Background: an optimization exercise with open tools, aiming at small area, a short achievable clock period and few clock cycles per item. Do not read the settings as production practice. RTL that was checked went through simulation tests only; none was proved equivalent to the original. Only the layout flow was run in runs 8 and 9; the RTL was not checked for function there.

File: flow/flow/run.sh
#!/bin/bash
# Standard layout with: repair_timing aiming at 6.9 ns of setup slack, port buffers made of
# the smallest buffer cell, and clock tree synthesis without dummy loads.
set -euo pipefail
export BUFFER_PORTS_ARGS="-buffer_cell sky130_fd_sc_hd__buf_1"
export SETUP_SLACK_MARGIN=6.9
export CTS_ARGS="-sink_clustering_enable -repair_clock_nets -dont_use_dummy_load -buf_list {sky130_fd_sc_hd__clkbuf_16} -sink_clustering_size 24 -sink_clustering_max_diameter 70"
bash standard.sh > standard_flow.log 2>&1
File: flow/standard.sh
#!/bin/bash
# synth_recipe.tcl (not shown) runs the flow's synth.tcl, then flattens the netlist and writes it again
# the make line also repeats each setting of config.mk as NAME=value (left out here)
make -C /OpenROAD-flow-scripts/flow DESIGN_CONFIG=/design/flow/config.mk WORK_HOME=/design/flow/orfs CLKGATE_MAP_FILE= SYNTH_SCRIPT=/design/flow/synth_recipe.tcl "${@:-finish}"
File: flow/config.mk
export PLATFORM = sky130hd
export DESIGN_NAME = convert_to_10
export DESIGN_NICKNAME = convert_to_10
export VERILOG_FILES = /design/flow/design.v
export SDC_FILE = /design/flow/constraint.sdc
export NUM_CORES = 4
export LEC_CHECK = 0
export ABC_AREA = 1
export CAP_MARGIN = 5
export CORE_MARGIN = 2
export CORE_UTILIZATION = 70
export PLACE_DENSITY = 0.8
export SLEW_MARGIN = 5
File: flow/constraint.sdc
create_clock -name core_clock -period 10.0 [get_ports {clk}]
set_input_delay 2.0000 -clock core_clock [delete_from_list [all_inputs] [get_ports {clk}]]
set_output_delay 2.0000 -clock core_clock [all_outputs]
set_load 0.01 [all_outputs]
File: flow/design.v
`timescale 1ns / 1ps
module convert_to_10 (
    input wire clk,
    input wire rst,
    input wire start,
    input wire [399:0] binary,
    output reg [3:0] decimal,
    output reg valid,
    output reg done
);
    localparam integer W  = 10;                
    localparam integer NB = 392 / W;              
    localparam integer WT = 392 - (NB - 1) * W;  
    reg  [391:0] v;                  
    reg  [2*NB-1:0] p;               
    reg  [3:0] jreg, jreg2;          
    reg        ereg, ereg2;          
    reg        run;
    reg  [7:0] cnt;
    wire [395:0] a = {1'b0, v, 3'b000};
    wire [395:0] b = {3'b000, v, 1'b0};
    wire [391:0] v_nx;
    wire [2*NB-1:0] p_nx;
    wire [3:0]   j_nx;
    genvar gi, gj, gk;
    generate
        for (gi = 0; gi < NB; gi = gi + 1) begin : blk
            localparam integer LO = gi * W;
            localparam integer N  = (gi < NB - 1) ? W : WT + 4;    
            wire [1:0]   pp = (gi == 0) ? 2'b00 : p[2*gi +: 2];
            wire [N-1:0] ab = a[LO +: N];
            wire [N-1:0] bb = b[LO +: N];
            wire [N-1:0] qb = {{(N-5){1'b0}}, pp[1], pp[0], pp[1], pp[0], 1'b0};
            wire [N:0]   x  = {1'b0, ab ^ bb ^ qb};
            wire [N:0]   y  = {(ab & bb) | (ab & qb) | (bb & qb), 1'b0};
            wire [N:0]   G [0:5];
            wire [N:0]   P [0:5];
            assign G[0] = x & y;
            assign P[0] = x ^ y;
            for (gj = 0; gj < 5; gj = gj + 1) begin : lv
                for (gk = 0; gk <= N; gk = gk + 1) begin : el
                    if ((gk >> gj) & 1) begin : c
                        localparam integer J = ((gk >> gj) << gj) - 1;
                        assign G[gj+1][gk] = G[gj][gk] | (P[gj][gk] & G[gj][J]);
                        assign P[gj+1][gk] = P[gj][gk] & P[gj][J];
                    end else begin : n
                        assign G[gj+1][gk] = G[gj][gk];
                        assign P[gj+1][gk] = P[gj][gk];
                    end
                end
            end
            wire [N+1:0] s = {G[5][N], P[0] ^ {G[5][N-1:0], 1'b0}};
            if (gi < NB - 1) begin : mid
                assign v_nx[LO +: W] = s[W-1:0];
                assign p_nx[2*(gi+1) +: 2] = s[W+1:W];
            end else begin : top
                assign v_nx[391:LO] = s[WT-1:0];
                assign j_nx = s[WT+3:WT];
            end
        end
    endgenerate
    assign p_nx[1:0] = 2'b00;
    wire [NB-1:0] g0, pr0;
    generate
        for (gi = 0; gi < NB; gi = gi + 1) begin : gp
            localparam integer LO = gi * W;
            localparam integer HI = (gi < NB - 1) ? LO + W - 1 : 391;
            wire hi1 = &v[HI:LO+2];
            wire v1 = v[LO + 1];
            wire v0 = v[LO];
            wire p1 = (gi == 0) ? 1'b0 : p[2*gi + 1];
            wire p0 = (gi == 0) ? 1'b0 : p[2*gi];
            assign g0[gi]  = hi1 & v1 & (p1 | (p0 & v0));
            assign pr0[gi] = hi1 & ((~p1 & ~p0 & v1 & v0) | (p0 & v1 & ~v0) | (p1 & ~v1 & v0));
        end
    endgenerate
    localparam integer LV = (NB > 32) ? 6 : (NB > 16) ? 5 : (NB > 8) ? 4 : 3;   
    wire [NB-1:0] gl [0:LV];
    wire [NB-1:0] pl [0:LV];
    assign gl[0] = g0;
    assign pl[0] = pr0;
    genvar gl_i, gl_l;
    generate
        for (gl_l = 0; gl_l < LV; gl_l = gl_l + 1) begin : lv
            for (gl_i = 0; gl_i < NB; gl_i = gl_i + 1) begin : el
                if ((gl_i % (2 << gl_l)) == 0 && gl_i + (1 << gl_l) < NB) begin : cmb
                    assign gl[gl_l+1][gl_i] = gl[gl_l][gl_i + (1 << gl_l)] |
                                              (pl[gl_l][gl_i + (1 << gl_l)] & gl[gl_l][gl_i]);
                    assign pl[gl_l+1][gl_i] = pl[gl_l][gl_i + (1 << gl_l)] & pl[gl_l][gl_i];
                end else begin : pass
                    assign gl[gl_l+1][gl_i] = gl[gl_l][gl_i];
                    assign pl[gl_l+1][gl_i] = pl[gl_l][gl_i];
                end
            end
        end
    endgenerate
    wire e = gl[LV][0];
    wire [3:0] digit = jreg2 + {3'b000, ereg} + {1'b0, ereg2, ereg2, 1'b0};
    always @(posedge clk) begin
        if (run) begin
            v <= v_nx;
            p <= p_nx;
        end else begin
            v <= binary[391:0];
            p <= 0;
        end
        jreg  <= j_nx;
        jreg2 <= jreg;
        ereg  <= e;
        ereg2 <= ereg;
        decimal <= run ? digit : binary[395:392];
    end
    always @(posedge clk) begin
        if (rst) begin
            run   <= 1'b0;
            cnt   <= 8'd0;
            valid <= 1'b0;
            done  <= 1'b0;
        end else begin
            valid <= start | (run & (cnt >= 8'd3));
            done  <= run & (cnt == 8'd151);
            if (run) begin
                cnt <= cnt + 8'd1;
                if (cnt == 8'd151) run <= 1'b0;
            end else if (start) begin
                run <= 1'b1;
                cnt <= 8'd1;
            end
        end
    end
endmodule
==> results of run 1 <==
## flip-flops by register name (all words and copies together) (netlist names)
name and cells:
decimal 4, p 76, valid 1, jreg2 4
run 1, ereg 1, ereg2 1, jreg 4
done 1, cnt 8, v 392
## layout make-up
cell class	count	area [um2]	area share, %
diodes	4	10.0	0.0259
clock buffers	37	926	2.40
inverters	134	510	1.32
multi-input cells	3400	24800	64.3
flip-flops and latches	493	9900	25.7
well taps	672	841	2.18
repair buffers	411	1600	4.13
## logic make-up (layout without fill, tap and decap cells)
logic type	Yosys count	count (layout)	share of synthesized area, %
XOR/XNOR	202	202	4.97
flip-flops	493	493	27.7
adder cells (fa/ha/maj)	863	863	36.0
buffers and inverters	231	582	2.60
other	0	4	0
AO/OA/AOI/OAI	524	524	8.41
AND/OR/NAND/NOR	1811	1811	20.3
## cell usage in the layout, fill, tap and decap left out, types with 3 or more instances in the layout
cell type     n
nand3b_1      4
xor2_1       17
nor2_2        6
inv_1       133
o21ai_1      34
fa_1        270
diode_2       4
nand3_1     149
buf_1       402
clkbuf_16    37
ha_1        592
o211ai_1      6
a21o_1       40
a211oi_1      7
buf_4         3
o21ai_2       3
o21bai_1      3
nor3b_1       5
buf_6         3
a21oi_2      36
a21oi_1     162
dfxtp_2      23
o21ai_0     218
xnor2_1     184
nand3_2       3
nand4_1      35
nand2_1    1347
nor4_1        4
nand2_2       5
nor3_1       11
dfxtp_1     469
nor2_1      232
a31oi_1       3
or2_2         6
## per-stage QoR
step                      instance area (um2)
after floorplan                         35600
after global placement                  37600
after detailed placement                37600
after CTS                               38500
after global routing                    38600
final                                   38600
## what timing repair did
action | 4_1_cts | 5_1_grt
pin swaps | 0 | 1
endpoints found under the setup margin | 74 | 135
setup buffers | 0 | 1
gates resized for setup | 1 | 30
## path summary, 6_finish.rpt
kind,endpoint,slack [ns],cells after the start
max,decimal[2],6.97,1
min,jreg2[1]$_DFF_P_,0.33,0
max reg2reg,v[89]$_DFF_P_,7.03,12
min reg2reg,jreg2[1]$_DFF_P_,0.33,0
## per-layer routing
| layer | GRT usage (%) | part of all wire [%] |
|---|---|---|
| met4 | 10.8 | 3.6 |
| met5 | 0 | 0.10 |
| met2 | 51.2 | 46 |
| met3 | 4.79 | 5.5 |
| met1 | 40.7 | 44 |
==> results.cfg, run 1 <==
[run_status]
status = complete, no violations

[detailed_routing]
detail-route-antenna-nets = 0
wl_per_cell_um = 15.3
wl_mm = 78.7
dr.pass1.iters = 5
via_count = 28200
initialDrtViolationCount = 1602
viasPerCell = 5.48
drc = 0

[worst_hold_path]
hold_class = register to register
min-delay-start = jreg[1]$_DFF_P_

[synth]
ys_seq_elements = 493
netlist_area_um2 = 35600
yosysTopAreaCell = dfxtp_1
synth_edf_count = 0
synthFlopType = dfxtp_1
yosysWarnings = 1
synth_nets = 5390
synth_top_area_share_pct = 27.7
synth.distinct_cells = 47
synthTopCellsByArea = dfxtp_1, ha_1, fa_1, nand2_1, xnor2_1
syn-instance-count = 4124
yosysMostFrequentCell = nand2_1
ys_seq_area_share_pct = 27.7
syn_area_per_cell_um2 = 8.63
synth_commonest_cells = nand2_1, ha_1, dfxtp_1
ys_async_sr_fraction_pct = 0

[critical_path]
crit_chain = buf_1
crit_path_max_fanout = 1
critPathTopFamily = flip-flops
reg2reg_from = v[80]$_DFF_P_
slowest_delay_ns = 0.32
cp_num_buf_inv = 1
cp.required_ns = 8.00
cpMaxStageDelayCell = dfxtp_1
critical_path.startpoint = decimal[2]$_DFF_P_
crit_type = register to primary output
worstSetupStartpointType = register
arrival_ns = 1.03
end_kind = primary output

[global_route]
grt_overflow = 0
grt_max_degree = 270
first_global_vias = 28500
antenna_found_initial = 10
grt_pass1_wl_mm = 133
grt_usage_pct = 30.7

[placed_design]
dp_slack_ns = 6.63
routabilityCongestion = 0.886
portBuffers = 404
placed_cells_incl_taps = 5109
dp_hpwl_mm = 61.7

[floorplan]
die_area_um2 = 52700
die_x_um = 229
die-height_um = 229
start_util_pct = 70.9
pin_count = 409
coreArea_um2 = 50200
rows = 82

[sta]
drv_slew = 0
rsz0062_at_grt = no
final.period_utilization_pct = 30.3
tightest_slew_ns = 1.16
slew_headroom_pct = 22.9
hold_viol = 0
period_needed_ns = 3.03
tns_ns = 0
setup_ws_ns = 6.97
max_freq_mhz = 330
setup-violations-final = 0
hold_ws_ns = 0.327
finalClockSkew_ns = 0.0316

[cts]
cts_num_sinks = 493
cts_tree = built
cts_root_buf = clkbuf_16
numCtsBuffers = 37
holdBufCountCts = 0
insertion_delay_ns = 0.58
cts_buffer_depth = 3
htree_levels = 2
path_clk_slew_ns = 0.09

[cells_and_area]
instances_no_fill = 5151
area_delta_synth_final_pct = 8.47
fillers = 3835
drive_gt1_share_pct = 3.13
nNetsFinal = 5743
utilization_pct = 76.9

[job]
maxCapViolations = 0
Testbench counts, summed over its fixed seeds: cycles 19,456, items 128.
==> inputs of run 2 (changes only) <==
==> flow/flow/run.sh (replaced) <==
#!/bin/bash
# Standard layout with: repair_timing aiming at 7.0 ns of setup slack, port buffers made of
# the smallest buffer cell, and clock tree synthesis without dummy loads.
set -euo pipefail
export BUFFER_PORTS_ARGS="-buffer_cell sky130_fd_sc_hd__buf_1"
export SETUP_SLACK_MARGIN=7.0
export CTS_ARGS="-sink_clustering_enable -repair_clock_nets -dont_use_dummy_load -buf_list {sky130_fd_sc_hd__clkbuf_16} -sink_clustering_size 24 -sink_clustering_max_diameter 70"
bash standard.sh > standard_flow.log 2>&1
--- a/flow/config.mk
+++ b/flow/config.mk
@@ -6,8 +6,8 @@
 export NUM_CORES = 4
 export LEC_CHECK = 0
 export ABC_AREA = 1
-export CAP_MARGIN = 5
+export CAP_MARGIN = 20
 export CORE_MARGIN = 2
 export CORE_UTILIZATION = 70
 export PLACE_DENSITY = 0.8
-export SLEW_MARGIN = 5
+export SLEW_MARGIN = 20
==> results.cfg, run 2 <==
[job]
maxCapViolations = 0

[cells_and_area]
nNetsFinal = 5744
register_area_um2 = 10000
fillers = 3786
utilization_pct = 77.4
largestRegisters = v x392, p x76, cnt x8
largest_register_ffs = 392
final_cell_mix = nand2_1, ha_1, dfxtp_1
layout_commonest_cell = nand2_1
multi_input_area_um2 = 24900
top_register = v
drive_gt1_share_pct = 4.94
instances_no_fill = 5152
fin_area_um2 = 38800
area_delta_synth_final_pct = 9.14

[critical_path]
cp_num_buf_inv = 1
cp.required_ns = 8.00
end_kind = primary output
crit_chain = buf_2
slowest_delay_ns = 0.32
arrival_ns = 1.01
crit_type = register to primary output
cpMaxStageDelayCell = dfxtp_1
critical_path.startpoint = decimal[3]$_DFF_P_
crit_path_max_fanout = 1
worstSetupStartpointType = register
reg2reg_from = v[80]$_DFF_P_
critPathTopFamily = flip-flops

[placed_design]
place_area_um2 = 37600
placed_cells_incl_taps = 5109
dp_hpwl_mm = 61.7
portBuffers = 404
routabilityCongestion = 0.886

[sta]
finalClockSkew_ns = 0.0328
tns_ns = 0
drv_slew = 0
setup-violations-final = 0
rsz0062_at_grt = yes
hold_viol = 0
max_freq_mhz = 332
tightest_slew_ns = 1.02
final.period_utilization_pct = 30.1
slew_headroom_pct = 31.7
period_needed_ns = 3.01

[synth]
synth_edf_count = 0
synth.distinct_cells = 47
syn-instance-count = 4124
ys_seq_area_share_pct = 27.7
netlist_area_um2 = 35600
ys_async_sr_fraction_pct = 0
ys_seq_elements = 493
synthFlopType = dfxtp_1
yosysMostFrequentCell = nand2_1
synth_top_area_share_pct = 27.7
synth_commonest_cells = nand2_1, ha_1, dfxtp_1
synth_nets = 5390
syn_area_per_cell_um2 = 8.63
synthTopCellsByArea = dfxtp_1, ha_1, fa_1, nand2_1, xnor2_1
yosysWarnings = 1
yosysTopAreaCell = dfxtp_1

[detailed_routing]
viasPerCell = 5.49
wl_per_cell_um = 15.3
detail-route-antenna-nets = 0
drc = 0
dr.pass1.iters = 5
via_count = 28300
initialDrtViolationCount = 1485
wl_mm = 79.0

[cts]
insertion_delay_ns = 0.58
path_clk_slew_ns = 0.09
cts_tree = built
holdBufCountCts = 0
htree_levels = 2
cts_root_buf = clkbuf_16
cts_num_sinks = 493
cts_buffer_depth = 3
numCtsBuffers = 37

[run_status]
status = complete, no violations

[floorplan]
die-height_um = 229
pin_count = 409
rows = 82
coreArea_um2 = 50200
start_util_pct = 70.9
die_area_um2 = 52700
die_x_um = 229

[worst_hold_path]
hold_class = register to register
min-delay-start = jreg[1]$_DFF_P_

[global_route]
grt_usage_pct = 30.7
antenna_found_initial = 10
grt_pass1_wl_mm = 133
grt_overflow = 0
grt_max_degree = 270
first_global_vias = 28500
-- run 2: cell counts after synthesis --
Identical to the previous run, type by type.
-- run 2: worst paths after layout --
check                           to  depth (start not counted)  slack (ns)
setup reg to reg     v[89]$_DFF_P_                         12        7.14
setup / recovery        decimal[3]                          1        6.99
hold / removal    jreg2[1]$_DFF_P_                          0        0.33
hold reg to reg   jreg2[1]$_DFF_P_                          0        0.33
-- run 2: layer usage --
layer / track usage [%] / up-vias / share of wire [%]
met1: 40.7 / 13100 / 45
met3: 4.79 / 156 / 5.2
met5: 0 / - / 0.094
met4: 11.1 / 14 / 3.6
met2: 51.1 / 611 / 47
li1: - / 14400 / -
-- run 2: layout make-up --
class / count / share of cell area [%]
clock buffers: 37 / 2.38
diodes: 4 / 0.0258
flip-flops and latches: 493 / 25.8
repair buffers: 412 / 4.17
well taps: 672 / 2.16
inverters: 134 / 1.33
multi-input cells: 3400 / 64.2
-- run 2: what timing repair did --
| item | CTS | global route |
|---|---|---|
| gates cloned | 0 | 0 |
| gates resized for setup | 8 | 116 |
| setup endpoints to repair | 80 | 69 |
| buffers inserted | 0 | 2 |
| endpoints found under the hold margin | 0 | 0 |
| pin swaps | 0 | 5 |
-- run 2: cells by family after synthesis --
family | synth area share (%)
adder cells (fa/ha/maj) | 36.0
buffers and inverters | 2.60
AO/OA/AOI/OAI | 8.41
AND/OR/NAND/NOR | 20.3
XOR/XNOR | 4.97
flip-flops | 27.7
-- run 2: through the flow --
step                      hold WS [ns]  setup WS, ns
after detailed placement         0.314          6.63
after floorplan                  0.310          7.33
after global routing             0.338          6.91
after CTS                        0.330          6.95
final                            0.328          6.99
after global placement           0.310          6.61
==> inputs of run 3 (changes only) <==
==> flow/flow/run.sh (replaced) <==
#!/bin/bash
# Standard layout with: repair_timing aiming at 7.1 ns of setup slack, port buffers made of
# the smallest buffer cell, and clock tree synthesis without dummy loads.
set -euo pipefail
export BUFFER_PORTS_ARGS="-buffer_cell sky130_fd_sc_hd__buf_1"
export SETUP_SLACK_MARGIN=7.1
export CTS_ARGS="-sink_clustering_enable -repair_clock_nets -dont_use_dummy_load -buf_list {sky130_fd_sc_hd__clkbuf_16} -sink_clustering_size 24 -sink_clustering_max_diameter 70"
bash standard.sh > standard_flow.log 2>&1
==> results.cfg, run 3 <==
[cts]
path_clk_slew_ns = 0.08
cts_buffer_depth = 3
insertion_delay_ns = 0.58
cts_tree = built
cts_num_sinks = 493
htree_levels = 2
cts_root_buf = clkbuf_16
numCtsBuffers = 37

[sta]
drv_slew = 0
period_needed_ns = 3.01
final.period_utilization_pct = 30.1
slew_headroom_pct = 28.4
setup-violations-final = 0
tightest_slew_ns = 1.07
hold_ws_ns = 0.328
tns_ns = 0
finalClockSkew_ns = 0.0315
rsz0062_at_grt = yes
hold_viol = 0
max_freq_mhz = 332

[global_route]
grt_pass1_wl_mm = 134
gr-usage-met3_pct = 4.58
grt_overflow = 0
grt_usage_pct = 30.8
grt_max_degree = 270
use_met2_pct = 51.5
antenna_found_initial = 8
first_global_vias = 28500
gr-max-usage-layer = met2
use_met1_pct = 40.8

[cells_and_area]
drive_gt1_share_pct = 8.56
top_register = v
final_cell_mix = nand2_1, ha_1, buf_1
largest_register_ffs = 392
layout_commonest_cell = nand2_1
area_delta_synth_final_pct = 11.5
nNetsFinal = 5779
largestRegisters = v x392, p x76, cnt x8

[detailed_routing]
detail-route-antenna-nets = 0
wl_per_cell_um = 15.7
viasPerCell = 5.53
via_count = 28700
initialDrtViolationCount = 1592
drc = 0
dr.pass1.iters = 5
wl_mm = 81.6

[floorplan]
pin_count = 409
rows = 82
die_x_um = 229
die-height_um = 229
die_area_um2 = 52700
start_util_pct = 70.9
coreArea_um2 = 50200

[synth]
synth_commonest_cells = nand2_1, ha_1, dfxtp_1
yosysWarnings = 1
netlist_area_um2 = 35600
synth_top_area_share_pct = 27.7
synth_nets = 5390
ys_seq_elements = 493
synth.distinct_cells = 47
ys_seq_area_share_pct = 27.7
yosysTopAreaCell = dfxtp_1
syn_area_per_cell_um2 = 8.63
yosysMostFrequentCell = nand2_1
synth_edf_count = 0
synthTopCellsByArea = dfxtp_1, ha_1, fa_1, nand2_1, xnor2_1
ys_async_sr_fraction_pct = 0
syn-instance-count = 4124
synthFlopType = dfxtp_1

[critical_path]
worstSetupStartpointType = register
crit_type = register to primary output
arrival_ns = 1.01
critPathTopFamily = flip-flops
end_kind = primary output
cp.required_ns = 8.00
r2r_end = v[329]$_DFF_P_
crit_chain = buf_2
reg2reg_depth = 16
cpMaxStageDelayCell = dfxtp_1
slowest_delay_ns = 0.32
rrSetupSlack_ns = 7.14
crit_path_max_fanout = 1
reg2reg_from = v[322]$_DFF_P_
cp_num_buf_inv = 1

[worst_hold_path]
hold_class = register to register
whs_path_depth = 0
min-delay-start = jreg[2]$_DFF_P_
hold_end = jreg2[2]$_DFF_P_

[placed_design]
dp_hpwl_mm = 61.7
routabilityCongestion = 0.886
portBuffers = 404

[job]
maxCapViolations = 0

[run_status]
status = complete, no violations
-- run 3: cell counts after synthesis --
No cell type changed its count.
-- run 3: through the flow --
| stage | setup slack (ns) | instances | utilization [%] | instance area [um2] |
|---|---|---|---|---|
| 2_1_floorplan | 7.33 | 4124 | - | 35600 |
| 3_3_place_gp | 6.61 | 5109 | 74.9 | 37600 |
| 3_5_place_dp | 6.63 | 5109 | 74.9 | 37600 |
| 4_1_cts | 6.95 | 5146 | 76.9 | 38600 |
| 5_1_grt | 6.89 | 5187 | 79.1 | 39700 |
| 6_report | 6.99 | 5189 | 79.1 | 39700 |
-- run 3: final cells by class --
cell class              count  area, um2
multi-input cells        3400      25400
fillers                  3617      10500
flip-flops and latches    493      10100
repair buffers            447       1880
clock buffers              37        926
well taps                 672        841
inverters                 134        515
diodes                      6       15.0
-- run 3: cells by family (layout without fill, tap and decap cells) --
family                     after synthesis  count (layout)  share of synthesized area [%]
buffers and inverters                  231             618                           2.60
AOI/OAI and AO/OA                      524             524                           8.41
xor gates and xnor gates               202             202                           4.97
DFF                                    493             493                           27.7
and+or+nand+nor                       1811            1811                           20.3
adders and majority gates              863             863                           36.0
other                                    0               6                              0
-- run 3: routing by layer --
layer | wire length, um | part of all wire [%]
met5 | 55 | 0.067
met4 | 2930 | 3.6
met3 | 4550 | 5.6
met2 | 38500 | 47
met1 | 35600 | 44
-- run 3: timing repair --
item	4_1_cts	5_1_grt
hold buffers	0	0
setup buffers	0	37
pin swaps	0	104
setup endpoints to repair	122	162
resized for setup	24	261
hold endpoints to repair	0	0
-- run 3: how the worst max path moves through the flow --
stage                             startpoint                  to  slack (ns)  depth (start not counted)
final                     decimal[3]$_DFF_P_          decimal[3]        6.99                          1
after CTS                 decimal[3]$_DFF_P_          decimal[3]        6.95                          1
after global routing          v[322]$_DFF_P_      v[329]$_DFF_P_        6.89                         16
after detailed placement      run$_SDFF_PP0_  decimal[0]$_DFF_P_        6.63                          5
after global placement        run$_SDFF_PP0_  decimal[0]$_DFF_P_        6.61                          5
after floorplan                          rst      run$_SDFF_PP0_        7.33                          3
==> inputs of run 4 (changes only) <==
==> flow/flow/run.sh (replaced) <==
#!/bin/bash
# Standard layout with: repair_timing aiming at 6.9 ns of setup slack, port buffers made of
# the smallest buffer cell, and clock tree synthesis without dummy loads.
set -euo pipefail
export BUFFER_PORTS_ARGS="-buffer_cell sky130_fd_sc_hd__buf_1"
export SETUP_SLACK_MARGIN=6.9
export CTS_ARGS="-sink_clustering_enable -repair_clock_nets -dont_use_dummy_load -buf_list {sky130_fd_sc_hd__clkbuf_16} -sink_clustering_size 30 -sink_clustering_max_diameter 90"
bash standard.sh > standard_flow.log 2>&1
==> results.cfg, run 4 <==
[floorplan]
pin_count = 409
die-height_um = 229
start_util_pct = 70.9
die_x_um = 229
rows = 82
die_area_um2 = 52700
coreArea_um2 = 50200

[cells_and_area]
drive_gt1_share_pct = 3.00
final_cell_mix = nand2_1, ha_1, dfxtp_1
top_register = v
fillers = 3866
largest_register_ffs = 392
utilization_pct = 76.5
layout_commonest_cell = nand2_1
area_delta_synth_final_pct = 7.78
largestRegisters = v x392, p x76, cnt x8
nNetsFinal = 5733

[synth]
netlist_area_um2 = 35600
synthFlopType = dfxtp_1
ys_seq_area_share_pct = 27.7
ys_async_sr_fraction_pct = 0
synth_top_area_share_pct = 27.7
syn_area_per_cell_um2 = 8.63
yosysMostFrequentCell = nand2_1
synth_commonest_cells = nand2_1, ha_1, dfxtp_1
synthTopCellsByArea = dfxtp_1, ha_1, fa_1, nand2_1, xnor2_1
yosysWarnings = 1
synth.distinct_cells = 47
ys_seq_elements = 493
syn-instance-count = 4124
synth_edf_count = 0
yosysTopAreaCell = dfxtp_1
synth_nets = 5390

[run_status]
status = complete, no violations

[cts]
holdBufCountCts = 0
cts_tree = built
cts_num_sinks = 493
cts_root_buf = clkbuf_16
insertion_delay_ns = 0.62
numCtsBuffers = 27
cts_buffer_depth = 3
path_clk_slew_ns = 0.11
htree_levels = 1

[sta]
drv_slew = 0
tns_ns = 0
max_freq_mhz = 325
hold_viol = 0
period_needed_ns = 3.07
finalClockSkew_ns = 0.0749
tightest_slew_ns = 1.03
final.period_utilization_pct = 30.7
rsz0062_at_grt = yes
setup_ws_ns = 6.93
slew_headroom_pct = 31.0
setup-violations-final = 0

[detailed_routing]
wl_mm = 78.1
via_count = 28100
viasPerCell = 5.47
dr.pass1.iters = 5
initialDrtViolationCount = 1506
drc = 0
detail-route-antenna-nets = 0
wl_per_cell_um = 15.2

[placed_design]
dp_slack_ns = 6.63
routabilityCongestion = 0.886
portBuffers = 404
dp_hpwl_mm = 61.7

[global_route]
grt_usage_pct = 30.3
first_global_vias = 28300
antenna_found_initial = 11
grt_pass1_wl_mm = 132
grt_overflow = 0
grt_max_degree = 270

[critical_path]
slowest_delay_ns = 0.32
crit_chain = buf_2
worstSetupStartpointType = register
cp.required_ns = 8.00
crit_type = register to primary output
critPathTopFamily = flip-flops
end_kind = primary output
crit_path_max_fanout = 1
cp_num_buf_inv = 1
cpMaxStageDelayCell = dfxtp_1
arrival_ns = 1.07

[worst_hold_path]
hold_class = register to register

[job]
maxCapViolations = 0
## run 4: cell counts after synthesis
No cell type changed its count.
## run 4: path summary, 6_finish.rpt
kind | end | slack (ns) | startpoint | cells past startpoint
max reg2reg | v[89]$_DFF_P_ | 7.04 | v[80]$_DFF_P_ | 12
max | decimal[3] | 6.93 | decimal[3]$_DFF_P_ | 1
min | ereg2$_DFF_P_ | 0.31 | ereg$_DFF_P_ | 0
min reg2reg | ereg2$_DFF_P_ | 0.31 | ereg$_DFF_P_ | 0
## run 4: what timing repair did
action | 4_1_cts | 5_1_grt
pin swaps | 0 | 1
resized for setup | 5 | 29
setup endpoints to repair | 78 | 92
buffers inserted | 0 | 1
hold endpoints to repair | 0 | 0
## run 4: per-stage QoR
stage               hold WS (ns)  instance area (um2)  std cells
floorplan                  0.310                35600       4124
global placement           0.310                37600       5109
detailed placement         0.314                37600       5109
CTS                        0.312                38300       5136
global route               0.322                38400       5141
finish                     0.311                38400       5141
## run 4: worst register-to-register path: stages (launching register included)
cell,delay [ns]
dfxtp_1,0.47
fa_1,0.47
ha_1,0.36
a21oi_1,0.18
nand2_1,0.12
nand3_1,0.09
nand2_1,0.09
a21o_1,0.20
a21oi_2,0.17
inv_1,0.08
fa_1,0.38
xnor2_1,0.17
o21ai_0,0.08
## run 4: cell families (layout without fill, tap and decap cells)
kind of cell	after synthesis	count (layout)	share of synthesized area, %
and+or+nand+nor	1811	1811	20.3
adders and majority gates	863	863	36.0
AOI/OAI and AO/OA	524	524	8.41
DFF	493	493	27.7
buffers and inverters	231	572	2.60
xor gates and xnor gates	202	202	4.97
other	0	4	0
## run 4: per-layer routing
metal	part of all wire (%)	vias up	GRT usage (%)
li1	-	14300	-
met1	44	13100	40.4
met2	47	574	51.1
met3	5.3	139	4.23
met4	3.2	14	9.35
met5	0.10	-	0
## run 4: final cells by class
cell class,count,area (um2),share of cell area (%)
repair buffers,411,1590,4.16
well taps,672,841,2.19
clock buffers,27,676,1.76
diodes,4,10.0,0.0261
inverters,134,515,1.34
flip-flops and latches,493,9900,25.8
multi-input cells,3400,24800,64.7
==> inputs of run 5 (changes only) <==
==> flow/flow/run.sh (replaced) <==
#!/bin/bash
# Standard layout with: repair_timing aiming at 6.9 ns of setup slack, port buffers made of
# the smallest buffer cell, and clock tree synthesis without dummy loads.
set -euo pipefail
export BUFFER_PORTS_ARGS="-buffer_cell sky130_fd_sc_hd__buf_1"
export SETUP_SLACK_MARGIN=6.9
export CTS_ARGS="-sink_clustering_enable -repair_clock_nets -dont_use_dummy_load -buf_list {sky130_fd_sc_hd__clkbuf_16} -sink_clustering_size 24 -sink_clustering_max_diameter 70 -balance_levels"
bash standard.sh > standard_flow.log 2>&1
==> results.cfg, run 5 <==
[detailed_routing]
dr.pass1.iters = 6
wl_mm = 78.7
wl_per_cell_um = 15.3
drc = 0
viasPerCell = 5.48
via_count = 28200
detail-route-antenna-nets = 0
initialDrtViolationCount = 1621

[sta]
tightest_slew_ns = 1.03
hold_viol = 0
hold_ws_ns = 0.327
setup-violations-final = 0
max_freq_mhz = 330
period_needed_ns = 3.03
rsz0062_at_grt = no
slew_headroom_pct = 31.6
final.period_utilization_pct = 30.3
tns_ns = 0
drv_slew = 0
finalClockSkew_ns = 0.0313

[cts]
holdBufCountCts = 0
numCtsBuffers = 37
cts_tree = built
insertion_delay_ns = 0.58
path_clk_slew_ns = 0.09
cts_num_sinks = 493
htree_levels = 2
cts_root_buf = clkbuf_16
cts_buffer_depth = 3

[floorplan]
coreArea_um2 = 50200
start_util_pct = 70.9
pin_count = 409
die-height_um = 229
die_x_um = 229
die_area_um2 = 52700
rows = 82

[synth]
syn-instance-count = 4124
yosysWarnings = 1
synth_compound_area_share_pct = 8.41
synth_top_area_share_pct = 27.7
ys_seq_area_share_pct = 27.7
synth_top_family_by_area = adder cells
synth_edf_count = 0
synth_nets = 5390
synthSimpleGateAreaFrac_pct = 20.3
synth_commonest_cells = nand2_1, ha_1, dfxtp_1
yosysTopAreaCell = dfxtp_1
netlist_area_um2 = 35600
ys_async_sr_fraction_pct = 0
synthTopCellsByArea = dfxtp_1, ha_1, fa_1, nand2_1, xnor2_1
syn_area_per_cell_um2 = 8.63
synthFlopType = dfxtp_1
yosysMostFrequentCell = nand2_1
synth_adder_area_share_pct = 36.0
ys_seq_elements = 493
synth.distinct_cells = 47
synthMuxAreaShare_pct = 0
synth-xor-area-share_pct = 4.97

[global_route]
grt_pass1_wl_mm = 133
grt_usage_pct = 30.7
grt_overflow = 0
grt_max_degree = 270
first_global_vias = 28500
antenna_found_initial = 10

[critical_path]
end_kind = primary output
arrival_ns = 1.03
crit_path_max_fanout = 1
cp.required_ns = 8.00
crit_chain = buf_1
cpMaxStageDelayCell = dfxtp_1
slowest_delay_ns = 0.32
critPathTopFamily = flip-flops
cp_num_buf_inv = 1
worstSetupStartpointType = register
crit_type = register to primary output

[placed_design]
placed_cells_incl_taps = 5109
portBuffers = 404
dp_hpwl_mm = 61.7
routabilityCongestion = 0.886

[cells_and_area]
top_register = v
nNetsFinal = 5743
layout_commonest_cell = nand2_1
multi_input_area_um2 = 24800
fillers = 3833
final_cell_mix = nand2_1, ha_1, dfxtp_1
instances_no_fill = 5151
largestRegisters = v x392, p x76, cnt x8
drive_gt1_share_pct = 3.15
register_area_um2 = 9900
area_delta_synth_final_pct = 8.47
largest_register_ffs = 392

[worst_hold_path]
hold_class = register to register

[job]
maxCapViolations = 0

[run_status]
status = complete, no violations
run 5: cell counts after synthesis:
No cell type changed its count.
run 5: area by class of cell:
type | instances | area share (%)
inverter | 134 | 1.34
antenna | 4 | 0.0259
multi-input combinational | 3400 | 64.3
sequential | 493 | 25.7
clock buffer | 37 | 2.40
timing repair buffer | 411 | 4.12
tap | 672 | 2.18
run 5: cells by family after synthesis:
| kind of cell | Yosys count |
|---|---|
| simple gates | 1811 |
| xor+xnor | 202 |
| fa+ha+maj | 863 |
| flops | 493 |
| compound gates | 524 |
| buf+inv | 231 |
run 5: worst paths after layout:
check                startpoint               end  slack, ns  cells after the start
max reg2reg      v[291]$_DFF_P_    v[299]$_DFF_P_       7.07                     12
min             jreg[1]$_DFF_P_  jreg2[1]$_DFF_P_       0.33                      0
min reg2reg     jreg[1]$_DFF_P_  jreg2[1]$_DFF_P_       0.33                      0
max          decimal[2]$_DFF_P_        decimal[2]       6.97                      1
run 5: routing by layer:
layer  GRT usage (%)  vias to the layer above  wire length [um]
li1                -                    14400                 -
met1            40.7                    13100             35200
met2            51.2                      595             36600
met3            4.79                      158              4030
met4            10.8                       14              2840
met5               0                        -                74
run 5: what timing repair did:
action                     CTS  global route
pin swaps                    0             1
setup endpoints to repair   74            88
setup buffers                0             1
gates resized for setup      1            30
run 5: stage by stage:
stage | utilization [%] | setup slack (ns) | instance area [um2]
6_report | 76.9 | 6.97 | 38600
5_1_grt | 76.9 | 6.87 | 38600
4_1_cts | 76.8 | 6.90 | 38500
3_5_place_dp | 74.9 | 6.63 | 37600
3_3_place_gp | 74.9 | 6.61 | 37600
2_1_floorplan | - | 7.33 | 35600
==> inputs of run 6 (changes only) <==
==> flow/flow/run.sh (replaced) <==
#!/bin/bash
# Standard layout with: repair_timing aiming at 6.9 ns of setup slack, port buffers made of
# the smallest buffer cell, and clock tree synthesis without dummy loads.
set -euo pipefail
export BUFFER_PORTS_ARGS="-buffer_cell sky130_fd_sc_hd__buf_1"
export SETUP_SLACK_MARGIN=6.9
export CTS_ARGS="-sink_clustering_enable -repair_clock_nets -dont_use_dummy_load -buf_list {sky130_fd_sc_hd__clkbuf_16} -sink_clustering_size 24 -sink_clustering_max_diameter 70 -sink_clustering_levels 1"
bash standard.sh > standard_flow.log 2>&1
==> results.cfg, run 6 <==
[run_status]
status = complete, no violations

[sta]
setup_ws_ns = 6.97
finalClockSkew_ns = 0.0313
final.period_utilization_pct = 30.3
slew_headroom_pct = 31.6
hold_ws_ns = 0.327
tightest_slew_ns = 1.03
tns_ns = 0
max_freq_mhz = 330
period_needed_ns = 3.03
hold_viol = 0
drv_slew = 0
rsz0062_at_grt = no
setup-violations-final = 0

[detailed_routing]
wl_per_cell_um = 15.3
wl_mm = 78.7
via_count = 28200
initialDrtViolationCount = 1621
detail-route-antenna-nets = 0
viasPerCell = 5.48
drc = 0
dr.pass1.iters = 6

[cells_and_area]
largestRegisters = v x392, p x76, cnt x8
instances_no_fill = 5151
fillers = 3833
layout_commonest_cell = nand2_1
largest_register_ffs = 392
fin_area_um2 = 38600
register_area_um2 = 9900
multi_input_area_um2 = 24800
area_delta_synth_final_pct = 8.47
final_cell_mix = nand2_1, ha_1, dfxtp_1
drive_gt1_share_pct = 3.15
nNetsFinal = 5743
top_register = v

[cts]
cts_num_sinks = 493
cts_tree = built
htree_levels = 2
cts_root_buf = clkbuf_16
path_clk_slew_ns = 0.09
cts_buffer_depth = 3
holdBufCountCts = 0
insertion_delay_ns = 0.58
numCtsBuffers = 37

[critical_path]
reg2reg_from = v[291]$_DFF_P_
cp_num_buf_inv = 1
crit_chain = buf_1
worstSetupStartpointType = register
end_kind = primary output
slowest_delay_ns = 0.32
arrival_ns = 1.03
r2r_end = v[299]$_DFF_P_
reg2reg_depth = 12
crit_type = register to primary output
critPathTopFamily = flip-flops
crit_path_max_fanout = 1
cpMaxStageDelayCell = dfxtp_1
cp.required_ns = 8.00
rrSetupSlack_ns = 7.07

[floorplan]
coreArea_um2 = 50200
rows = 82
pin_count = 409
start_util_pct = 70.9
die_x_um = 229
die-height_um = 229
die_area_um2 = 52700

[synth]
synthTopCellsByArea = dfxtp_1, ha_1, fa_1, nand2_1, xnor2_1
yosysMostFrequentCell = nand2_1
synthSimpleGateAreaFrac_pct = 20.3
synth_commonest_cells = nand2_1, ha_1, dfxtp_1
synth_top_area_share_pct = 27.7
netlist_area_um2 = 35600
synth_nets = 5390
synthMuxAreaShare_pct = 0
ys_seq_area_share_pct = 27.7
yosysWarnings = 1
synthFlopType = dfxtp_1
ys_async_sr_fraction_pct = 0
yosysTopAreaCell = dfxtp_1
synth_edf_count = 0
synth_adder_area_share_pct = 36.0
synth.distinct_cells = 47
synth_top_family_by_area = adder cells
syn-instance-count = 4124
synth_compound_area_share_pct = 8.41
synth-xor-area-share_pct = 4.97
ys_seq_elements = 493
syn_area_per_cell_um2 = 8.63

[placed_design]
placed_cells_incl_taps = 5109
dp_slack_ns = 6.63
place_area_um2 = 37600
portBuffers = 404
routabilityCongestion = 0.886
dp_hpwl_mm = 61.7

[global_route]
use_met2_pct = 51.2
grt_pass1_wl_mm = 133
grt_overflow = 0
gr-usage-met3_pct = 4.79
grt_usage_pct = 30.7
grt_max_degree = 270
gr-max-usage-layer = met2
first_global_vias = 28500
use_met1_pct = 40.7
antenna_found_initial = 10

[worst_hold_path]
min-delay-start = jreg[1]$_DFF_P_
whs_path_depth = 0
hold_end = jreg2[1]$_DFF_P_
hold_class = register to register

[job]
maxCapViolations = 0
==> run 6: cell counts in the layout (fill, tap and decap cells not counted) <==
No cell type changed its count.
==> run 6: timing repair <==
action / 4_1_cts / 5_1_grt
buffers inserted: 0 / 1
hold endpoints to repair: 0 / 0
gates cloned: 0 / 0
pin swaps: 0 / 1
gates resized for setup: 1 / 30
endpoints found under the setup margin: 74 / 88
==> run 6: cell type report <==
type	count	share of cell area, %
multi-input combinational	3400	64.3
sequential	493	25.7
timing repair buffer	411	4.12
clock buffer	37	2.40
tap	672	2.18
inverter	134	1.34
antenna	4	0.0259
==> run 6: kinds of logic after synthesis <==
kind of cell             count (synthesis)
AND/OR/NAND/NOR                       1811
buffers and inverters                  231
adder cells (fa/ha/maj)                863
AO/OA/AOI/OAI                          524
XOR/XNOR                               202
flip-flops                             493
==> run 6: worst max-delay path by stage <==
stage	cells after the start	start	end	slack (ns)
4_1_cts	5	run$_SDFF_PP0_	decimal[0]$_DFF_P_	6.90
3_5_place_dp	5	run$_SDFF_PP0_	decimal[0]$_DFF_P_	6.63
2_1_floorplan	3	rst	run$_SDFF_PP0_	7.33
6_report	1	decimal[2]$_DFF_P_	decimal[2]	6.97
3_3_place_gp	5	run$_SDFF_PP0_	decimal[0]$_DFF_P_	6.61
5_1_grt	16	v[322]$_DFF_P_	v[329]$_DFF_P_	6.87
==> run 6: metal layers <==
| layer | up-vias | part of all wire (%) |
|---|---|---|
| met4 | 14 | 3.6 |
| met3 | 158 | 5.1 |
| met5 | - | 0.094 |
| li1 | 14400 | - |
| met1 | 13100 | 45 |
| met2 | 595 | 46 |
==> run 6: through the flow <==
stage | utilization (%)
2_1_floorplan | -
3_3_place_gp | 74.9
3_5_place_dp | 74.9
4_1_cts | 76.8
5_1_grt | 76.9
6_report | 76.9
==> inputs of run 7 (changes only) <==
==> flow/flow/run.sh (replaced) <==
#!/bin/bash
# Standard layout with: repair_timing aiming at 6.9 ns of setup slack, port buffers made of
# the smallest buffer cell, and clock tree synthesis without dummy loads.
set -euo pipefail
export BUFFER_PORTS_ARGS="-buffer_cell sky130_fd_sc_hd__buf_1"
export SETUP_SLACK_MARGIN=6.9
export CTS_ARGS="-sink_clustering_enable -repair_clock_nets -dont_use_dummy_load -buf_list {sky130_fd_sc_hd__clkbuf_8 sky130_fd_sc_hd__clkbuf_16} -sink_clustering_size 24 -sink_clustering_max_diameter 70"
bash standard.sh > standard_flow.log 2>&1
==> results.cfg, run 7 <==
[floorplan]
die-height_um = 229
start_util_pct = 70.9
die_x_um = 229
pin_count = 409
coreArea_um2 = 50200
rows = 82
die_area_um2 = 52700

[cells_and_area]
fillers = 3833
area_delta_synth_final_pct = 8.47
layout_commonest_cell = nand2_1
drive_gt1_share_pct = 3.15
nNetsFinal = 5743
largest_register_ffs = 392
top_register = v
largestRegisters = v x392, p x76, cnt x8
fin_area_um2 = 38600
final_cell_mix = nand2_1, ha_1, dfxtp_1

[global_route]
grt_max_degree = 270
antenna_found_initial = 10
grt_overflow = 0
grt_pass1_wl_mm = 133
grt_usage_pct = 30.7
first_global_vias = 28500

[sta]
tightest_slew_ns = 1.03
hold_viol = 0
drv_slew = 0
tns_ns = 0
finalClockSkew_ns = 0.0313
setup-violations-final = 0
period_needed_ns = 3.03
max_freq_mhz = 330
final.period_utilization_pct = 30.3
slew_headroom_pct = 31.6
rsz0062_at_grt = no

[critical_path]
crit_chain = buf_1
crit_type = register to primary output
cp.required_ns = 8.00
crit_path_max_fanout = 1
critPathTopFamily = flip-flops
worstSetupStartpointType = register
cp_num_buf_inv = 1
end_kind = primary output
slowest_delay_ns = 0.32
arrival_ns = 1.03
cpMaxStageDelayCell = dfxtp_1

[cts]
cts_num_sinks = 493
cts_root_buf = clkbuf_16
insertion_delay_ns = 0.58
numCtsBuffers = 37
cts_tree = built
holdBufCountCts = 0
path_clk_slew_ns = 0.09
htree_levels = 2
cts_buffer_depth = 3

[synth]
ys_seq_elements = 493
yosysTopAreaCell = dfxtp_1
synth_edf_count = 0
synthTopCellsByArea = dfxtp_1, ha_1, fa_1, nand2_1, xnor2_1
netlist_area_um2 = 35600
synth_nets = 5390
synthFlopType = dfxtp_1
ys_async_sr_fraction_pct = 0
synth.distinct_cells = 47
synth_commonest_cells = nand2_1, ha_1, dfxtp_1
syn-instance-count = 4124
ys_seq_area_share_pct = 27.7
yosysWarnings = 1
synth_top_area_share_pct = 27.7
yosysMostFrequentCell = nand2_1
syn_area_per_cell_um2 = 8.63

[placed_design]
routabilityCongestion = 0.886
dp_hpwl_mm = 61.7
portBuffers = 404
place_area_um2 = 37600

[detailed_routing]
initialDrtViolationCount = 1621
wl_per_cell_um = 15.3
dr.pass1.iters = 6
detail-route-antenna-nets = 0
wl_mm = 78.7
drc = 0
viasPerCell = 5.48
via_count = 28200

[run_status]
status = complete, no violations

[job]
maxCapViolations = 0

[worst_hold_path]
hold_class = register to register
==> run 7: kinds of logic (layout without fill, tap and decap cells) <==
group / Yosys count / count (layout) / share of synthesized area, %
AO/OA/AOI/OAI: 524 / 524 / 8.41
AND/OR/NAND/NOR: 1811 / 1811 / 20.3
flip-flops: 493 / 493 / 27.7
adder cells (fa/ha/maj): 863 / 863 / 36.0
XOR/XNOR: 202 / 202 / 4.97
other: 0 / 4 / 0
buffers and inverters: 231 / 582 / 2.60
==> run 7: layer usage <==
| layer | vias to the layer above | track usage (%) | part of all wire, % |
|---|---|---|---|
| met5 | - | 0 | 0.094 |
| met4 | 14 | 10.8 | 3.6 |
| met3 | 158 | 4.79 | 5.1 |
| met2 | 595 | 51.2 | 46 |
| met1 | 13100 | 40.7 | 45 |
| li1 | 14400 | - | - |
==> run 7: layout make-up <==
| type | instances | area [um2] | share of cell area (%) |
|---|---|---|---|
| multi-input combinational | 3400 | 24800 | 64.3 |
| timing repair buffer | 411 | 1590 | 4.12 |
| tap | 672 | 841 | 2.18 |
| clock buffer | 37 | 926 | 2.40 |
| sequential | 493 | 9900 | 25.7 |
| inverter | 134 | 515 | 1.34 |
| antenna | 4 | 10.0 | 0.0259 |
==> run 7: worst paths after layout <==
kind,from,endpoint,slack [ns],depth (start not counted)
worst max-delay path,decimal[2]$_DFF_P_,decimal[2],6.97,1
worst min-delay path,jreg[1]$_DFF_P_,jreg2[1]$_DFF_P_,0.33,0
worst max register to register,v[291]$_DFF_P_,v[299]$_DFF_P_,7.07,12
worst min register to register,jreg[1]$_DFF_P_,jreg2[1]$_DFF_P_,0.33,0
==> run 7: per-stage QoR <==
step,util (%),instances,setup WS (ns),hold slack [ns]
6_report,76.9,5151,6.97,0.327
3_5_place_dp,74.9,5109,6.63,0.314
3_3_place_gp,74.9,5109,6.61,0.310
4_1_cts,76.8,5146,6.90,0.330
5_1_grt,76.9,5151,6.87,0.338
2_1_floorplan,-,4124,7.33,0.310
==> run 7: what timing repair did <==
item,in CTS,in global routing
endpoints found under the setup margin,74,88
gates resized for setup,1,30
hold endpoints to repair,0,0
buffers inserted,0,1
pin swaps,0,1
==> inputs of run 8 (changes only) <==
--- a/flow/design.v
+++ b/flow/design.v
@@ -8,13 +8,13 @@
     output reg valid,
     output reg done
 );
-    localparam integer W  = 10;                
-    localparam integer NB = 392 / W;              
+    localparam integer W  = 8;                
+    localparam integer NB = (392 + W - 1) / W;  
     localparam integer WT = 392 - (NB - 1) * W;  
     reg  [391:0] v;                  
     reg  [2*NB-1:0] p;               
-    reg  [3:0] jreg, jreg2;          
-    reg        ereg, ereg2;          
+    reg  [3:0] jreg;                 
+    reg        ereg;                 
     reg        run;
     reg  [7:0] cnt;
     wire [395:0] a = {1'b0, v, 3'b000};
@@ -95,7 +95,9 @@
         end
     endgenerate
     wire e = gl[LV][0];
-    wire [3:0] digit = jreg2 + {3'b000, ereg} + {1'b0, ereg2, ereg2, 1'b0};
+    wire [3:0] dig0 = jreg + {1'b0, ereg, ereg, 1'b0};
+    wire [3:0] dig1 = dig0 + 4'd1;
+    wire [3:0] digit = e ? dig1 : dig0;
     always @(posedge clk) begin
         if (run) begin
             v <= v_nx;
@@ -105,9 +107,7 @@
             p <= 0;
         end
         jreg  <= j_nx;
-        jreg2 <= jreg;
         ereg  <= e;
-        ereg2 <= ereg;
         decimal <= run ? digit : binary[395:392];
     end
     always @(posedge clk) begin
@@ -117,11 +117,11 @@
             valid <= 1'b0;
             done  <= 1'b0;
         end else begin
-            valid <= start | (run & (cnt >= 8'd3));
-            done  <= run & (cnt == 8'd151);
+            valid <= start | (run & (cnt >= 8'd2));
+            done  <= run & (cnt == 8'd150);
             if (run) begin
                 cnt <= cnt + 8'd1;
-                if (cnt == 8'd151) run <= 1'b0;
+                if (cnt == 8'd150) run <= 1'b0;
             end else if (start) begin
                 run <= 1'b1;
                 cnt <= 8'd1;
==> flow/flow/run.sh (replaced) <==
#!/bin/bash
# Standard layout with: repair_timing aiming at 6.9 ns of setup slack, port buffers made of
# the smallest buffer cell, and clock tree synthesis without dummy loads.
set -euo pipefail
export BUFFER_PORTS_ARGS="-buffer_cell sky130_fd_sc_hd__buf_1"
export SETUP_SLACK_MARGIN=6.9
export CTS_ARGS="-sink_clustering_enable -repair_clock_nets -dont_use_dummy_load -buf_list {sky130_fd_sc_hd__clkbuf_8 sky130_fd_sc_hd__clkbuf_16}"
bash standard.sh > standard_flow.log 2>&1
--- a/flow/config.mk
+++ b/flow/config.mk
@@ -5,7 +5,6 @@
 export SDC_FILE = /design/flow/constraint.sdc
 export NUM_CORES = 4
 export LEC_CHECK = 0
-export ABC_AREA = 1
 export CAP_MARGIN = 20
 export CORE_MARGIN = 2
 export CORE_UTILIZATION = 70
==> results.cfg, run 8 <==
[critical_path]
crit_type = register to register
crit_path_max_fanout = 3
r2r_end = decimal[0]$_DFF_P_
cp.required_ns = 10.49
rrSetupSlack_ns = 6.87
reg2reg_depth = 12
worstSetupStartpointType = register
end_kind = register
arrival_ns = 3.62
critical_path.startpoint = v[214]$_DFF_P_
reg2reg_from = v[214]$_DFF_P_

[sta]
drv_slew = 0
tightest_slew_ns = 1.44
period_needed_ns = 3.13
slew_headroom_pct = 4.29
rsz0062_at_grt = yes
tns_ns = 0
finalClockSkew_ns = 0.0190
hold_viol = 0
max_freq_mhz = 319
final.period_utilization_pct = 31.3
setup-violations-final = 0

[synth]
yosysTopAreaCell = dfxtp_1
synth_top_family_by_area = adder cells
ys_async_sr_fraction_pct = 0
synth.distinct_cells = 68
yosysMostFrequentCell = ha_1
synthTopCellsByArea = dfxtp_1, ha_1, fa_1, mux2_2, xnor2_1
netlist_area_um2 = 36700
synthMuxAreaShare_pct = 8.08
synthSimpleGateAreaFrac_pct = 11.7
syn_area_per_cell_um2 = 10.8
synth_adder_area_share_pct = 36.1
synthFlopType = dfxtp_1
synth_commonest_cells = ha_1, dfxtp_1, fa_1
ys_seq_elements = 508
synth-xor-area-share_pct = 3.65
synth_edf_count = 0
synth_nets = 4669
synth_top_area_share_pct = 27.7
synth_compound_area_share_pct = 10.2
ys_seq_area_share_pct = 27.7
syn-instance-count = 3383
yosysWarnings = 1

[cts]
cts_root_buf = clkbuf_16
holdBufCountCts = 0
insertion_delay_ns = 0.61
cts_buffer_depth = 3
htree_levels = 2
cts_num_sinks = 508
cts_tree = built
numCtsBuffers = 57
path_clk_slew_ns = 0.06

[floorplan]
start_util_pct = 71.1
coreArea_um2 = 51600
die_x_um = 233
die_area_um2 = 54300
pin_count = 409
die-height_um = 233
rows = 83

[worst_hold_path]
min-delay-start = v[1]$_DFF_P_
hold_class = register to register
whs_path_depth = 1
hold_end = v[2]$_DFF_P_

[cells_and_area]
largestRegisters = v x392, p x96, cnt x8
largest_register_ffs = 392
area_delta_synth_final_pct = 11.2
register_area_um2 = 10300
fillers = 3389
top_register = v
layout_commonest_cell = ha_1
nNetsFinal = 5079
fin_area_um2 = 40800
final_cell_mix = ha_1, dfxtp_1, buf_1
multi_input_area_um2 = 25800
drive_gt1_share_pct = 13.3

[global_route]
first_global_vias = 28400
grt_overflow = 0
grt_pass1_wl_mm = 134
grt_max_degree = 235
antenna_found_initial = 43
grt_usage_pct = 30.5

[detailed_routing]
via_count = 26500
dr.pass1.iters = 5
wl_mm = 82.2
detail-route-antenna-nets = 0
viasPerCell = 5.88
wl_per_cell_um = 18.2
initialDrtViolationCount = 1049
drc = 0

[placed_design]
dp_hpwl_mm = 64.7
routabilityCongestion = 0.906
portBuffers = 404
place_area_um2 = 38800

[run_status]
status = complete, no violations

[job]
maxCapViolations = 0
## run 8: cell types whose count changed in the layout (fill, tap and decap cells not counted), sizes merged, moves of 57 or more
cell    previous run  this run
o21ai            255       108
nand2b             0        57
nand3            152        28
nor2             238       120
a21o              40       154
mux2               0       250
nor2b              1       125
nand2           1353        82
and2               0       105
## run 8: how the worst max path moves through the flow
stage,cells after the start,slack (ns),to
6_report,12,6.87,decimal[0]$_DFF_P_
5_1_grt,12,6.78,decimal[0]$_DFF_P_
4_1_cts,11,6.90,decimal[3]$_DFF_P_
3_5_place_dp,9,6.33,decimal[2]$_DFF_P_
3_3_place_gp,9,6.51,decimal[2]$_DFF_P_
2_1_floorplan,11,7.21,p[44]$_SDFF_PN0_
## run 8: layout make-up
type,count,share of cell area (%)
Sequential cell,508,25.2
Tap cell,680,2.09
Timing Repair Buffer,423,4.17
Clock buffer,57,3.50
Multi-Input combinational cell,2622,63.1
Inverter,181,1.67
Antenna cell,32,0.196
## run 8: critical path: stages (launching register included)
cell and delay (ns):
dfxtp_4 0.36, nand2_1 0.08, or4_4 0.53, a221o_1 0.33, buf_4 0.15, a311o_1 0.33
o221ai_4 0.31, a2111oi_4 0.14, o41ai_4 0.07, buf_4 0.20, nor2_2 0.07, xnor2_1 0.16
mux2_2 0.27
## run 8: cell families (layout without fill, tap and decap cells)
group / Yosys count / after routing
adder cells (fa/ha/maj): 884 / 884
AND/OR/NAND/NOR: 741 / 741
AO/OA/AOI/OAI: 579 / 579
flip-flops: 508 / 508
multiplexers: 265 / 265
buffers and inverters: 253 / 661
XOR/XNOR: 153 / 153
other: 0 / 32
## run 8: repair_timing
action / CTS / global route
endpoints found under the setup margin: 11 / 79
pin swaps: 6 / 15
setup buffers: 4 / 11
resized for setup: 28 / 133
## run 8: per-layer routing
layer | track usage, % | up-vias | wire, um
met2 | 53.3 | 551 | 40800
met4 | 14.8 | 26 | 3580
met3 | 5.85 | 222 | 4360
li1 | - | 12800 | -
met5 | 0 | - | 161
met1 | 35.9 | 12900 | 33200
## run 8: per-stage QoR
step	instances	hold WS, ns	setup WS, ns	util (%)
final	4503	0.509	6.87	79.0
after detailed placement	4398	0.482	6.33	75.2
after global routing	4499	0.534	6.78	79.0
after CTS	4459	0.503	6.90	78.3
after global placement	4398	0.478	6.51	75.2
after floorplan	3383	0.461	7.21	-
==> inputs of run 9 (changes only) <==
--- a/flow/design.v
+++ b/flow/design.v
@@ -8,14 +8,15 @@
     output reg valid,
     output reg done
 );
-    localparam integer W  = 8;                
+    localparam integer W  = 16;                
     localparam integer NB = (392 + W - 1) / W;  
     localparam integer WT = 392 - (NB - 1) * W;  
     reg  [391:0] v;                  
     reg  [2*NB-1:0] p;               
-    reg  [3:0] jreg;                 
-    reg        ereg;                 
+    reg  [3:0] jreg, jreg2;          
+    reg        ereg, ereg2;          
     reg        run;
+    reg        first;                
     reg  [7:0] cnt;
     wire [395:0] a = {1'b0, v, 3'b000};
     wire [395:0] b = {3'b000, v, 1'b0};
@@ -27,7 +28,7 @@
         for (gi = 0; gi < NB; gi = gi + 1) begin : blk
             localparam integer LO = gi * W;
             localparam integer N  = (gi < NB - 1) ? W : WT + 4;    
-            wire [1:0]   pp = (gi == 0) ? 2'b00 : p[2*gi +: 2];
+            wire [1:0]   pp = (gi == 0) ? 2'b00 : p[2*gi +: 2] & {2{~first}};
             wire [N-1:0] ab = a[LO +: N];
             wire [N-1:0] bb = b[LO +: N];
             wire [N-1:0] qb = {{(N-5){1'b0}}, pp[1], pp[0], pp[1], pp[0], 1'b0};
@@ -68,8 +69,8 @@
             wire hi1 = &v[HI:LO+2];
             wire v1 = v[LO + 1];
             wire v0 = v[LO];
-            wire p1 = (gi == 0) ? 1'b0 : p[2*gi + 1];
-            wire p0 = (gi == 0) ? 1'b0 : p[2*gi];
+            wire p1 = (gi == 0) ? 1'b0 : p[2*gi + 1] & ~first;
+            wire p0 = (gi == 0) ? 1'b0 : p[2*gi] & ~first;
             assign g0[gi]  = hi1 & v1 & (p1 | (p0 & v0));
             assign pr0[gi] = hi1 & ((~p1 & ~p0 & v1 & v0) | (p0 & v1 & ~v0) | (p1 & ~v1 & v0));
         end
@@ -95,37 +96,27 @@
         end
     endgenerate
     wire e = gl[LV][0];
-    wire [3:0] dig0 = jreg + {1'b0, ereg, ereg, 1'b0};
-    wire [3:0] dig1 = dig0 + 4'd1;
-    wire [3:0] digit = e ? dig1 : dig0;
+    wire [3:0] digit = jreg2 + {3'b000, ereg} + {1'b0, ereg2, ereg2, 1'b0};
     always @(posedge clk) begin
-        if (run) begin
-            v <= v_nx;
-            p <= p_nx;
-        end else begin
-            v <= binary[391:0];
-            p <= 0;
-        end
+        v <= run ? v_nx : binary[391:0];
+        p <= p_nx;
         jreg  <= j_nx;
+        jreg2 <= jreg;
         ereg  <= e;
+        ereg2 <= ereg;
         decimal <= run ? digit : binary[395:392];
+        first <= ~run;
+        cnt <= run ? cnt + 8'd1 : 8'd1;
     end
     always @(posedge clk) begin
         if (rst) begin
             run   <= 1'b0;
-            cnt   <= 8'd0;
             valid <= 1'b0;
             done  <= 1'b0;
         end else begin
-            valid <= start | (run & (cnt >= 8'd2));
-            done  <= run & (cnt == 8'd150);
-            if (run) begin
-                cnt <= cnt + 8'd1;
-                if (cnt == 8'd150) run <= 1'b0;
-            end else if (start) begin
-                run <= 1'b1;
-                cnt <= 8'd1;
-            end
+            valid <= start | (run & (cnt >= 8'd3));
+            done  <= run & (cnt == 8'd151);
+            run   <= start | (run & (cnt != 8'd151));
         end
     end
 endmodule
==> flow/flow/run.sh (replaced) <==
#!/bin/bash
# Standard layout, repair_timing aiming at 6.5 ns of setup slack, with the port buffers made of the smallest buffer cell.
set -euo pipefail
export BUFFER_PORTS_ARGS="-buffer_cell sky130_fd_sc_hd__buf_1"
export SETUP_SLACK_MARGIN=6.5
bash standard.sh > standard_flow.log 2>&1
--- a/flow/config.mk
+++ b/flow/config.mk
@@ -7,6 +7,5 @@
 export LEC_CHECK = 0
 export CAP_MARGIN = 20
 export CORE_MARGIN = 2
-export CORE_UTILIZATION = 70
-export PLACE_DENSITY = 0.8
+export CORE_UTILIZATION = 40
 export SLEW_MARGIN = 20
==> results.cfg, run 9 <==
[cells_and_area]
area_delta_synth_final_pct = 22.0
fillers = 8558
utilization_pct = 49.1
drive_gt1_share_pct = 18.6
layout_commonest_cell = ha_1
largest_register_ffs = 392
top_register = v
fin_area_um2 = 44900

[worst_hold_path]
min-delay-start = jreg[2]$_DFF_P_
hold_class = register to register

[sta]
tns_ns = 0
finalClockSkew_ns = 0.0188
max_freq_mhz = 270
period_needed_ns = 3.70
drv_slew = 0
tightest_slew_ns = 1.05
rsz0062_at_grt = yes
final.period_utilization_pct = 37.0
hold_viol = 0
slew_headroom_pct = 29.1

[detailed_routing]
wl_mm = 96.2
wl_per_cell_um = 17.2
drc = 0
via_count = 28900
detail-route-antenna-nets = 0
initialDrtViolationCount = 1118
viasPerCell = 5.17
dr.pass1.iters = 7

[job]
maxCapViolations = 0

[synth]
yosysWarnings = 1
ys_async_sr_fraction_pct = 0
yosysTopAreaCell = dfxtp_1
ys_seq_area_share_pct = 25.4
syn-instance-count = 3770
synth_top_area_share_pct = 25.4
syn_area_per_cell_um2 = 9.76
synth_edf_count = 0
ys_seq_elements = 466
netlist_area_um2 = 36800
synthFlopType = dfxtp_1

[critical_path]
end_kind = register
cp.required_ns = 10.47
critPathCapture = v[382]$_DFF_P_
arrival_ns = 4.17
crit_type = register to register
r2r_end = v[382]$_DFF_P_
worstSetupStartpointType = register
rrSetupSlack_ns = 6.30

[global_route]
grt_max_degree = 152
grt_overflow = 0
first_global_vias = 28700
antenna_found_initial = 36
grt_usage_pct = 19.6

[floorplan]
die-height_um = 307
rows = 111
coreArea_um2 = 91400
die_x_um = 307
pin_count = 409

[run_status]
status = complete, no violations

[cts]
path_clk_slew_ns = 0.06
htree_levels = 2
cts_buffer_depth = 3
cts_num_sinks = 466
cts_tree = built
holdBufCountCts = 0
cts_root_buf = clkbuf_16

[placed_design]
routabilityCongestion = 0.865
place_area_um2 = 39700
## run 9: cell types whose count changed in the layout (fill, tap and decap cells not counted), moves of 50 or more
cell     change
fa_1       -172
nand2_1    +149
inv_1      +133
buf_4      +127
ha_1       +120
nor2b_1    -116
and2_1      -87
dfxtp_2     -85
xnor2_1     +72
a21o_1      -56
a21oi_1     -50
nor3_1      +50
## run 9: cell families after synthesis
family	Yosys count	synth area share [%]
flip-flops	466	25.4
adder cells (fa/ha/maj)	860	31.9
AND/OR/NAND/NOR	810	11.0
multiplexers	277	8.48
AO/OA/AOI/OAI	679	12.6
XOR/XNOR	275	6.55
buffers and inverters	403	4.13
## run 9: timing repair
action                     CTS  global route
gates resized for setup     93           236
buffers inserted            41           134
setup endpoints to repair  312           186
cloned                       0             4
pin swaps                   41           154
hold endpoints to repair     0             0
## run 9: worst min path at each step
stage               cells past startpoint  slack, ns          endpoint
global route                            0       0.33  jreg2[2]$_DFF_P_
floorplan                               0       0.31  jreg2[0]$_DFF_P_
CTS                                     0       0.33  jreg2[2]$_DFF_P_
finish                                  0       0.33  jreg2[2]$_DFF_P_
global placement                        0       0.31  jreg2[2]$_DFF_P_
detailed placement                      0       0.31  jreg2[2]$_DFF_P_
## run 9: metrics by stage
| step | setup WS (ns) | std cells | hold slack (ns) |
|---|---|---|---|
| after CTS | 6.29 | 5439 | 0.326 |
| after floorplan | 6.33 | 3770 | 0.310 |
| final | 6.30 | 5588 | 0.326 |
| after global routing | 6.20 | 5584 | 0.328 |
| after detailed placement | 5.16 | 5293 | 0.312 |
| after global placement | 5.20 | 5293 | 0.311 |
## run 9: critical path, stage by stage, from the launching register on
cell and delay [ns]:
dfxtp_4 0.38, buf_12 0.14, buf_8 0.12, nor2b_4 0.11, inv_2 0.05, fa_1 0.55, inv_1 0.05, ha_1 0.26
a21o_1 0.18, a21o_1 0.19, a2111oi_4 0.36, o21ai_2 0.14, o41ai_4 0.27, buf_4 0.20, o21bai_4 0.09, a2111oi_4 0.35
a211oi_2 0.08
## run 9: per-layer routing
layer | vias to the layer above | share of wire, % | GRT usage (%)
met5 | - | 0.34 | 0
met4 | 48 | 2.3 | 5.46
met3 | 169 | 5.5 | 4.89
met2 | 435 | 47 | 33.6
met1 | 13600 | 44 | 24.3
li1 | 14600 | - | -
## run 9: layout make-up
| cell class | count | area (um2) | share of cell area (%) |
|---|---|---|---|
| Timing Repair Buffer | 588 | 3250 | 7.24 |
| Inverter | 329 | 1270 | 2.83 |
| Timing Repair inverter | 2 | 60.1 | 0.134 |
| Sequential cell | 466 | 9340 | 20.8 |
| Antenna cell | 11 | 27.5 | 0.0614 |
| Clock buffer | 87 | 1770 | 3.96 |
| Tap cell | 1186 | 1480 | 3.31 |
| Multi-Input combinational cell | 2901 | 27400 | 61.0 |
| Clock inverter | 18 | 293 | 0.653 |

==> port drivers added, routing unchanged <==
The flow's constraints put no driver on any port. The routed layouts listed below were extracted and timed again, unchanged, in two steps. Step 1 (the two cells are an assumption about what drives the block):
set clk [get_ports {clk}]
set_driving_cell -lib_cell sky130_fd_sc_hd__clkbuf_16 $clk
set_driving_cell -lib_cell sky130_fd_sc_hd__buf_2 [delete_from_list [all_inputs] $clk]
Step 2 moves the port delays by t, midway between the first and last clock arrival at a register: inputs arrive t later, outputs are due t later. That takes back most of the time a late clock gives input paths. a / b / c = ideal ports / drivers / drivers and shift; a / b = the first two.
run	shift t [ns]	setup slack, ns	worst hold slack (ns)	cell pins on the clock port's net
run 1	0.626	6.966 / 6.904 / 7.009	0.327 / 0.327 / 0.327	1
run 2	0.626	6.986 / 6.924 / 6.981	0.328 / 0.328 / 0.328	1
run 3	0.627	6.987 / 6.923 / 6.990	0.328 / 0.328 / 0.328	1
run 4	0.652	6.926 / 6.865 / 6.997	0.311 / 0.311 / 0.311	1
run 5	0.626	6.966 / 6.904 / 7.005	0.327 / 0.327 / 0.327	1
run 6	0.626	6.966 / 6.904 / 7.005	0.327 / 0.327 / 0.327	1
run 7	0.626	6.966 / 6.904 / 7.005	0.327 / 0.327 / 0.327	1
run 8	0.661	6.867 / 6.867 / 6.867	0.509 / 0.509 / 0.509	1
run 9	0.714	6.296 / 6.296 / 6.296	0.326 / 0.326 / 0.326	1
After both steps every run listed still meets setup and hold. The setup slack of run 2, which loses most, moves by -0.062 ns with the drivers and by -0.005 ns with both steps.
